From an optimization exercise on the open Yosys and OpenROAD flow, aimed at small area, a short achievable clock period and few clock cycles per item; shortcuts taken in it are not production practice. In this exercise RTL edits were held to simulation tests only and were not proved equivalent to the original.

==> flow/design.v (excerpt) <==
module R_CORDIC_Unit (
    input signed [31:0]      i_data_1,
    input signed [31:0]      i_data_2,
    input signed [31:0]      angle,
    input                    en,
    input                    rst,
    input                    clk,
    output signed [31:0]     o_data_1,
    output signed [31:0]     o_data_2,
    output                   done_flag
);
Size: roughly 2100 cells after synthesis, about 140 flip-flops, roughly 160 I/O pins.
Settings: LEC_CHECK=0, CAP_MARGIN=20, CORE_MARGIN=2, CORE_UTILIZATION=60, PLACE_DENSITY=0.7, SLEW_MARGIN=20; clock period 10.0 ns.
standard.sh (not shown) runs the stock make flow with config.mk's settings and CLKGATE_MAP_FILE= SYNTH_SCRIPT=/design/flow/synth_recipe.tcl, a recipe that flattens the netlist after the stock synthesis.
==> flow/flow/run.sh <==
#!/bin/bash
set -euo pipefail
export BUFFER_PORTS_ARGS="-buffer_cell sky130_fd_sc_hd__buf_1"
export SETUP_SLACK_MARGIN=6.25
bash standard.sh > standard.log 2>&1
Testbench counts at the start, summed over its fixed seeds: cycles 9,736, items 512.
Rerun with:
--- a/flow/flow/run.sh
+++ b/flow/flow/run.sh
@@ -4 +4 @@
-export SETUP_SLACK_MARGIN=6.25
+export SETUP_SLACK_MARGIN=6
Effect:
- setup slack got worse by 67 ps
- clock-buffer cell count is unchanged
- area after synthesis stays the same
- global-route usage drops by 1.9 points
Rerun with:
--- a/flow/flow/run.sh
+++ b/flow/flow/run.sh
@@ -4 +4 @@
-export SETUP_SLACK_MARGIN=6
+export SETUP_SLACK_MARGIN=5.5
Settings changed: CTS_BUF_LIST set to sky130_fd_sc_hd__clkbuf_8 sky130_fd_sc_hd__clkbuf_16.
Die area does not change. Non-clock buffer count came out lower by 106. Count of clock-buffer cells in the layout came out lower by 2. Routed wire length came out lower by 6.3%.
Rerun with:
--- a/flow/flow/run.sh
+++ b/flow/flow/run.sh
@@ -4 +4 @@
-export SETUP_SLACK_MARGIN=5.5
+export SETUP_SLACK_MARGIN=5.75
Settings changed: CTS_BUF_LIST sky130_fd_sc_hd__clkbuf_8 sky130_fd_sc_hd__clkbuf_16 to sky130_fd_sc_hd__clkbuf_8.
After rerunning:
- wire length increases by about 1.4%
- fmax goes up by 4.2%
- synthesized area stays the same
- via count barely changes
- global-route usage is higher by 0.18 points
- critical path depth climbs by 8

========
## run 1
R_CORDIC_Unit, a different RTL version from the one above (not shown whole).
Size in the first run: roughly 110 flip-flops, about 160 I/O pins.
export LEC_CHECK = 0
export CAP_MARGIN = 20
export CORE_MARGIN = 2
export CORE_UTILIZATION = 60
export PLACE_DENSITY = 0.7
export SLEW_MARGIN = 20
create_clock -name core_clock -period 10.0 [get_ports {clk}]
==> flow/flow/run.sh <==
#!/bin/bash
set -euo pipefail
export BUFFER_PORTS_ARGS="-buffer_cell sky130_fd_sc_hd__buf_1"
export SETUP_SLACK_MARGIN=5.5
bash standard.sh > standard.log 2>&1
Per the final summary, run 1 finished and its layout is clean on timing, DRC and antenna.
Testbench counts of run 1, summed over its fixed seeds: cycles 9,736, items 512.
#### Input delta (run 2 over run 1)
==> flow/flow/run.sh <==
#!/bin/bash
set -euo pipefail
export BUFFER_PORTS_ARGS="-buffer_cell sky130_fd_sc_hd__buf_1"
export SETUP_SLACK_MARGIN=5.25
bash standard.sh > standard.log 2>&1
Findings:
- Run 2 against run 1; combined flip-flop and latch cell area is down slightly.
- Per the comparison of run 2 with run 1, logic depth of the worst register-to-register path dropped 2, first-pass GRT wire length fell by 2.9%, synthesized-area fraction occupied by adder cells did not really move.

========
## alpha
R_CORDIC_Unit, a different RTL version from the one above (not shown whole).
For scale: ~18000 um^2 of cells after synthesis.
==> flow/config.mk <==
export PLATFORM = sky130hd
export DESIGN_NAME = R_CORDIC_Unit
export DESIGN_NICKNAME = R_CORDIC_Unit
export VERILOG_FILES = /design/flow/design.v
export SDC_FILE = /design/flow/constraint.sdc
export NUM_CORES = 4
export LEC_CHECK = 0
export CAP_MARGIN = 20
export CORE_MARGIN = 2
export CORE_UTILIZATION = 60
export PLACE_DENSITY = 0.8
export SLEW_MARGIN = 20
==> flow/constraint.sdc <==
create_clock -name core_clock -period 10.0 [get_ports {clk}]
set_input_delay 2.0000 -clock core_clock [delete_from_list [all_inputs] [get_ports {clk}]]
set_output_delay 2.0000 -clock core_clock [all_outputs]
set_load 0.01 [all_outputs]
==> flow/flow/run.sh <==
#!/bin/bash
set -euo pipefail
export BUFFER_PORTS_ARGS="-buffer_cell sky130_fd_sc_hd__buf_1"
export SETUP_SLACK_MARGIN=5.75
bash standard.sh > standard.log 2>&1
Testbench counts of alpha, summed over its fixed seeds: cycles 9,736, items 512.
## Diff of input files: beta against alpha
- an added CTS_BUF_LIST of sky130_fd_sc_hd__clkbuf_8
Notes after the runs:
- Measured against each other, alpha and beta differ in clock network latency to the later pin of the worst-skew pair, the lower figure coming from alpha.
- The higher least setup slack across all paths after layout came out of alpha.
- Delta (beta minus alpha): cell count after synthesis now sits at about the same level, maximum frequency saw a decrease, wire length of the first global-routing pass flat.

========
Setup of before:
R_CORDIC_Unit, a different RTL version from the one above (not shown whole).
Size: roughly 2400 cells after synthesis, about 160 I/O pins, ~21000 µm² of cells after synthesis.
Settings: LEC_CHECK=0, CAP_MARGIN=20, CORE_MARGIN=2, CORE_UTILIZATION=40, SETUP_SLACK_MARGIN=5, SLEW_MARGIN=20; clock period 10.0 ns.
run.sh (not shown) runs the stock make flow with config.mk's settings and CLKGATE_MAP_FILE= SYNTH_SCRIPT=/design/flow/synth_recipe.tcl, a recipe that flattens the netlist after the stock synthesis.
Stock flow here: none of the scripts above is used.
before finished all stages; the layout is clean.
Testbench counts of before, summed over its fixed seeds: cycles 9,736, items 512.
What after does differently from before at the input level:
Settings: an added PLACE_DENSITY of 0.7; a change of CORE_UTILIZATION from 40 to 60; a deleted SETUP_SLACK_MARGIN that had been 5.
==> flow/flow/run.sh (new file) <==
#!/bin/bash
set -euo pipefail
export SETUP_SLACK_MARGIN=7
bash standard.sh > standard.log 2>&1
==> flow/standard.sh (new file) <==
#!/bin/bash
# synth_recipe.tcl (not shown) runs the flow's synth.tcl, then flattens the netlist and writes it again
# the make line also repeats each setting of config.mk as NAME=value (left out here)
make -C /OpenROAD-flow-scripts/flow DESIGN_CONFIG=/design/flow/config.mk WORK_HOME=/design/flow/orfs CLKGATE_MAP_FILE= SYNTH_SCRIPT=/design/flow/synth_recipe.tcl "${@:-finish}"
removed: flow/run.sh
==> comparison <==
- Comparing after and before, the higher non-filler instance count after layout is on after.
- Hold slack: lower on before
- after vs before, pin count of the biggest net entering global routing went up by about 13%.
- The slowest library cell on the worst path comes out dfrtp_4 in one run and o21ai_0 in the other, namely in before and after respectively.

========
Setup of run a:
Another version of the RTL of R_CORDIC_Unit (not shown whole).
Size: roughly 2100 cells after synthesis, roughly 160 I/O pins.
## R_CORDIC_Unit
module R_CORDIC_Unit (
    input signed [31:0]      i_data_1,
    input signed [31:0]      i_data_2,
    input signed [31:0]      angle,
    input                    en,
    input                    rst,
    input                    clk,
    output signed [31:0]     o_data_1,
    output signed [31:0]     o_data_2,
    output                   done_flag
);
==> flow/config.mk <==
export PLATFORM = sky130hd
export DESIGN_NAME = R_CORDIC_Unit
export DESIGN_NICKNAME = R_CORDIC_Unit
export VERILOG_FILES = /design/flow/design.v
export SDC_FILE = /design/flow/constraint.sdc
export NUM_CORES = 4
export LEC_CHECK = 0
export CAP_MARGIN = 5
export CORE_MARGIN = 2
export CORE_UTILIZATION = 60
export CTS_BUF_LIST = sky130_fd_sc_hd__clkbuf_8
export PLACE_DENSITY = 0.7
export SLEW_MARGIN = 5
==> flow/constraint.sdc <==
create_clock -name core_clock -period 10.0 [get_ports {clk}]
set_input_delay 2.0000 -clock core_clock [delete_from_list [all_inputs] [get_ports {clk}]]
set_output_delay 2.0000 -clock core_clock [all_outputs]
set_load 0.01 [all_outputs]
standard.sh (not shown) runs the stock make flow with config.mk's settings and CLKGATE_MAP_FILE= SYNTH_SCRIPT=/design/flow/synth_recipe.tcl, a recipe that flattens the netlist after the stock synthesis.
==> flow/flow/run.sh <==
#!/bin/bash
set -euo pipefail
export BUFFER_PORTS_ARGS="-buffer_cell sky130_fd_sc_hd__buf_1"
export SETUP_SLACK_MARGIN=5.75
bash standard.sh > standard.log 2>&1
Run a reached the end of the flow, and the finished layout is clean on the timing, DRC and antenna checks.
Testbench counts of run a, summed over its fixed seeds: cycles 9,736, items 512.
--- input diff run a..run b ---
- changing PLACE_DENSITY from 0.7 to 0.8
- changing SLEW_MARGIN from 5 to 20
- changing CORE_UTILIZATION from 60 to 50
- changing CAP_MARGIN from 5 to 20
Findings:
Relative to run a, via count of the first global-routing pass decreased by about 1.1% in run b.
Run b vs run a, largest net degree at the start of global routing went down by 19.
For the sequential cell area share, run b came in 0.32 points lower than run a did.
Run b: global-route usage over all layers 8.0 points below run a
On total length of routed wires, run b does better than run a.
Comparing run a with run b, the portion of the layout cell area used by clock cells came out essentially unchanged.

========
== run A ==
Another version of the RTL of R_CORDIC_Unit (not shown whole).
Size: roughly 2,100 cells after synthesis, roughly 110 flip-flops, ~160 I/O pins, about 18,000 um2 of cells after synthesis.
==> flow/config.mk <==
export PLATFORM = sky130hd
export DESIGN_NAME = R_CORDIC_Unit
export DESIGN_NICKNAME = R_CORDIC_Unit
export VERILOG_FILES = /design/flow/design.v
export SDC_FILE = /design/flow/constraint.sdc
export NUM_CORES = 4
export LEC_CHECK = 0
export CAP_MARGIN = 20
export CORE_MARGIN = 2
export CORE_UTILIZATION = 60
export PLACE_DENSITY = 0.7
export SLEW_MARGIN = 20
==> flow/constraint.sdc <==
create_clock -name core_clock -period 10.0 [get_ports {clk}]
set_input_delay 2.0000 -clock core_clock [delete_from_list [all_inputs] [get_ports {clk}]]
set_output_delay 2.0000 -clock core_clock [all_outputs]
set_load 0.01 [all_outputs]
==> flow/flow/run.sh <==
#!/bin/bash
set -euo pipefail
export BUFFER_PORTS_ARGS="-buffer_cell sky130_fd_sc_hd__buf_1"
export SETUP_SLACK_MARGIN=6
bash standard.sh > standard.log 2>&1
Run A: full flow OK, the timing, DRC and antenna checks passed
Testbench counts of run A, summed over its fixed seeds: cycles 9,736, items 512.
--- input diff run A..run B ---
- SETUP_SLACK_MARGIN newly set to 5
==> flow/flow/run.sh <==
#!/bin/bash
# The standard layout; the only change is the cell used to buffer the
# ports (a plain buf_1 instead of the default choice). Every input and
# output port is still buffered. Make's output goes to standard.log.
set -euo pipefail
export BUFFER_PORTS_ARGS="-buffer_cell sky130_fd_sc_hd__buf_1"
bash standard.sh > standard.log 2>&1
Notes after the runs:
Run B vs. run A: number of cell instances on the worst register-to-register path now sits lower.
Across both runs, routed wire length on met3 was lower for run B than for run A.
Comparing run A against run B, there is no change at all in H-tree depth.
Looking at non-clock buffering overhead in the final layout across run B and run A, the one that comes out lower is run B.
Overall routed net length in run B is 9.1% below run A.
Final weighted congestion in routability-driven placement of run B falls short of that of run A slightly.

========
R_CORDIC_Unit with an RTL version that a note above also has.
For scale: roughly 150 flip-flops, roughly 160 I/O pins, ~18000 um^2 of cells after synthesis.
Settings: LEC_CHECK=0, CAP_MARGIN=20, CORE_MARGIN=2, CORE_UTILIZATION=60, CTS_BUF_LIST=sky130_fd_sc_hd__clkbuf_8, PLACE_DENSITY=0.8, SLEW_MARGIN=20; clock period 10.0 ns.
==> flow/flow/run.sh <==
#!/bin/bash
set -euo pipefail
export BUFFER_PORTS_ARGS="-buffer_cell sky130_fd_sc_hd__buf_1"
export SETUP_SLACK_MARGIN=6
bash standard.sh > standard.log 2>&1
Testbench counts at the start, summed over its fixed seeds: cycles 9,736, items 512.
Then changed:
--- a/flow/config.mk
+++ b/flow/config.mk
@@ -9,5 +9,4 @@
 export CORE_MARGIN = 2
 export CORE_UTILIZATION = 60
-export CTS_BUF_LIST = sky130_fd_sc_hd__clkbuf_8
 export PLACE_DENSITY = 0.8
 export SLEW_MARGIN = 20
=> Setup slack loses 0.14 ns; flip-flop and latch count stays the same; area after synthesis is unchanged; maximum frequency went down by about 3.4%; first-iteration DRC count went up by about 0.65%; worst hold slack hardly moves; routed wire length went up by about 1.1%; global-route usage hardly moves; clock-buffer cell count stays the same.

========
R_CORDIC_Unit with an RTL version that a note above also has.
Size: roughly 2,100 cells after synthesis, about 160 I/O pins, about 18,000 um^2 of cells after synthesis.
clock: 10.0 ns
lec_check: 0
cap_margin: 20
core_margin: 2
core_utilization: 60
cts_buf_list: sky130_fd_sc_hd__clkbuf_8
place_density: 0.7
slew_margin: 20
==> flow/flow/run.sh <==
#!/bin/bash
set -euo pipefail
export BUFFER_PORTS_ARGS="-buffer_cell sky130_fd_sc_hd__buf_1"
export SETUP_SLACK_MARGIN=5.75
bash standard.sh > standard.log 2>&1
Testbench counts at the start, summed over its fixed seeds: cycles 9,736, items 512.
Then changed:
--- a/flow/config.mk
+++ b/flow/config.mk
@@ -11,3 +11,3 @@
 export CTS_BUF_LIST = sky130_fd_sc_hd__clkbuf_8
-export PLACE_DENSITY = 0.7
+export PLACE_DENSITY = 0.8
 export SLEW_MARGIN = 20
Outcome: Routed wire length went down by 1.2%; setup slack loses 0.0044 ns; global-route usage went up by 0.13 points; core utilization went down by 0.25 points; via count went down by 1.3%; die area does not change; critical path depth went down by 2; count of clock-buffer cells in the layout went up by 2; clock skew hardly moves; final area went down by about 0.4%.
Then changed:
--- a/flow/config.mk
+++ b/flow/config.mk
@@ -11,3 +11,3 @@
 export CTS_BUF_LIST = sky130_fd_sc_hd__clkbuf_8
-export PLACE_DENSITY = 0.8
+export PLACE_DENSITY = 0.9
 export SLEW_MARGIN = 20
Result: Synthesized area does not change; worst setup slack is worse by 0.031 ns; non-clock buffer count is higher by 27; critical path depth is lower by 1; die area stays the same; fmax is lower slightly.

==> port drivers added, routing unchanged <==
No port has a modelled driver above. Below, the same layouts with a new extraction and two added sets of constraints.
Step 1 assumes that a clkbuf_16 drives the clock port and a buf_2 every other input.
Step 2 also shifts input and output timing later by t, the mid clock arrival at the registers, as if the neighbouring blocks saw the same clock.
Three values: no drivers, after step 1, after step 2; two values: the first two.
run	shift t [ns]	slack for setup (ns)	hold slack, ns	worst setup path after step 2	pins driven straight from the clock port
the first run of note 1	0.517	5.968 / 5.968 / 5.855	0.551 / 0.551 / 0.551	input to register	1
the second run of note 1	0.508	5.901 / 5.901 / 5.677	0.557 / 0.557 / 0.557	input to register	1
the third run of note 1	0.508	5.618 / 5.618 / 5.618	0.526 / 0.526 / 0.526	register to register	1
the fourth run of note 1	0.561	5.796 / 5.796 / 5.796	0.531 / 0.531 / 0.531	register to register	1
run 1	0.504	5.614 / 5.614 / 5.474	0.629 / 0.629 / 0.629	input to register	1
run 2	0.496	5.363 / 5.363 / 5.363	0.578 / 0.578 / 0.578	register to register	1
alpha	0.526	5.877 / 5.877 / 5.530	0.449 / 0.449 / 0.449	input to register	1
beta	0.572	5.849 / 5.849 / 5.536	0.456 / 0.456 / 0.456	input to register	1
before	0.524	5.140 / 5.140 / 5.140	0.585 / 0.585 / 0.585	register to register	1
after	0.516	4.722 / 4.722 / 4.722	0.602 / 0.602 / 0.602	register to register	1
run a of note 5	0.555	5.754 / 5.754 / 5.611	0.449 / 0.449 / 0.449	input to register	1
run b of note 5	0.541	5.731 / 5.731 / 5.487	0.465 / 0.465 / 0.465	input to register	1
run A of note 6	0.506	5.676 / 5.676 / 5.676	0.674 / 0.674 / 0.674	register to register	1
run B of note 6	0.480	5.185 / 5.185 / 5.185	0.678 / 0.678 / 0.678	register to register	1
the first run of note 7	0.576	6.018 / 6.018 / 5.518	0.455 / 0.455 / 0.455	input to register	1
the second run of note 7	0.527	5.878 / 5.878 / 5.517	0.453 / 0.453 / 0.453	input to register	1
the first run of note 8	0.555	5.754 / 5.754 / 5.611	0.449 / 0.449 / 0.449	input to register	1
the second run of note 8	0.551	5.749 / 5.749 / 5.537	0.443 / 0.443 / 0.443	input to register	1
the third run of note 8	0.561	5.719 / 5.719 / 5.646	0.444 / 0.444 / 0.444	input to register	1
After both steps setup and hold are still met in every run listed. The setup slack of the first run of note 7, which loses most, moves by 0.000 ns with the drivers and by -0.500 ns with both steps.
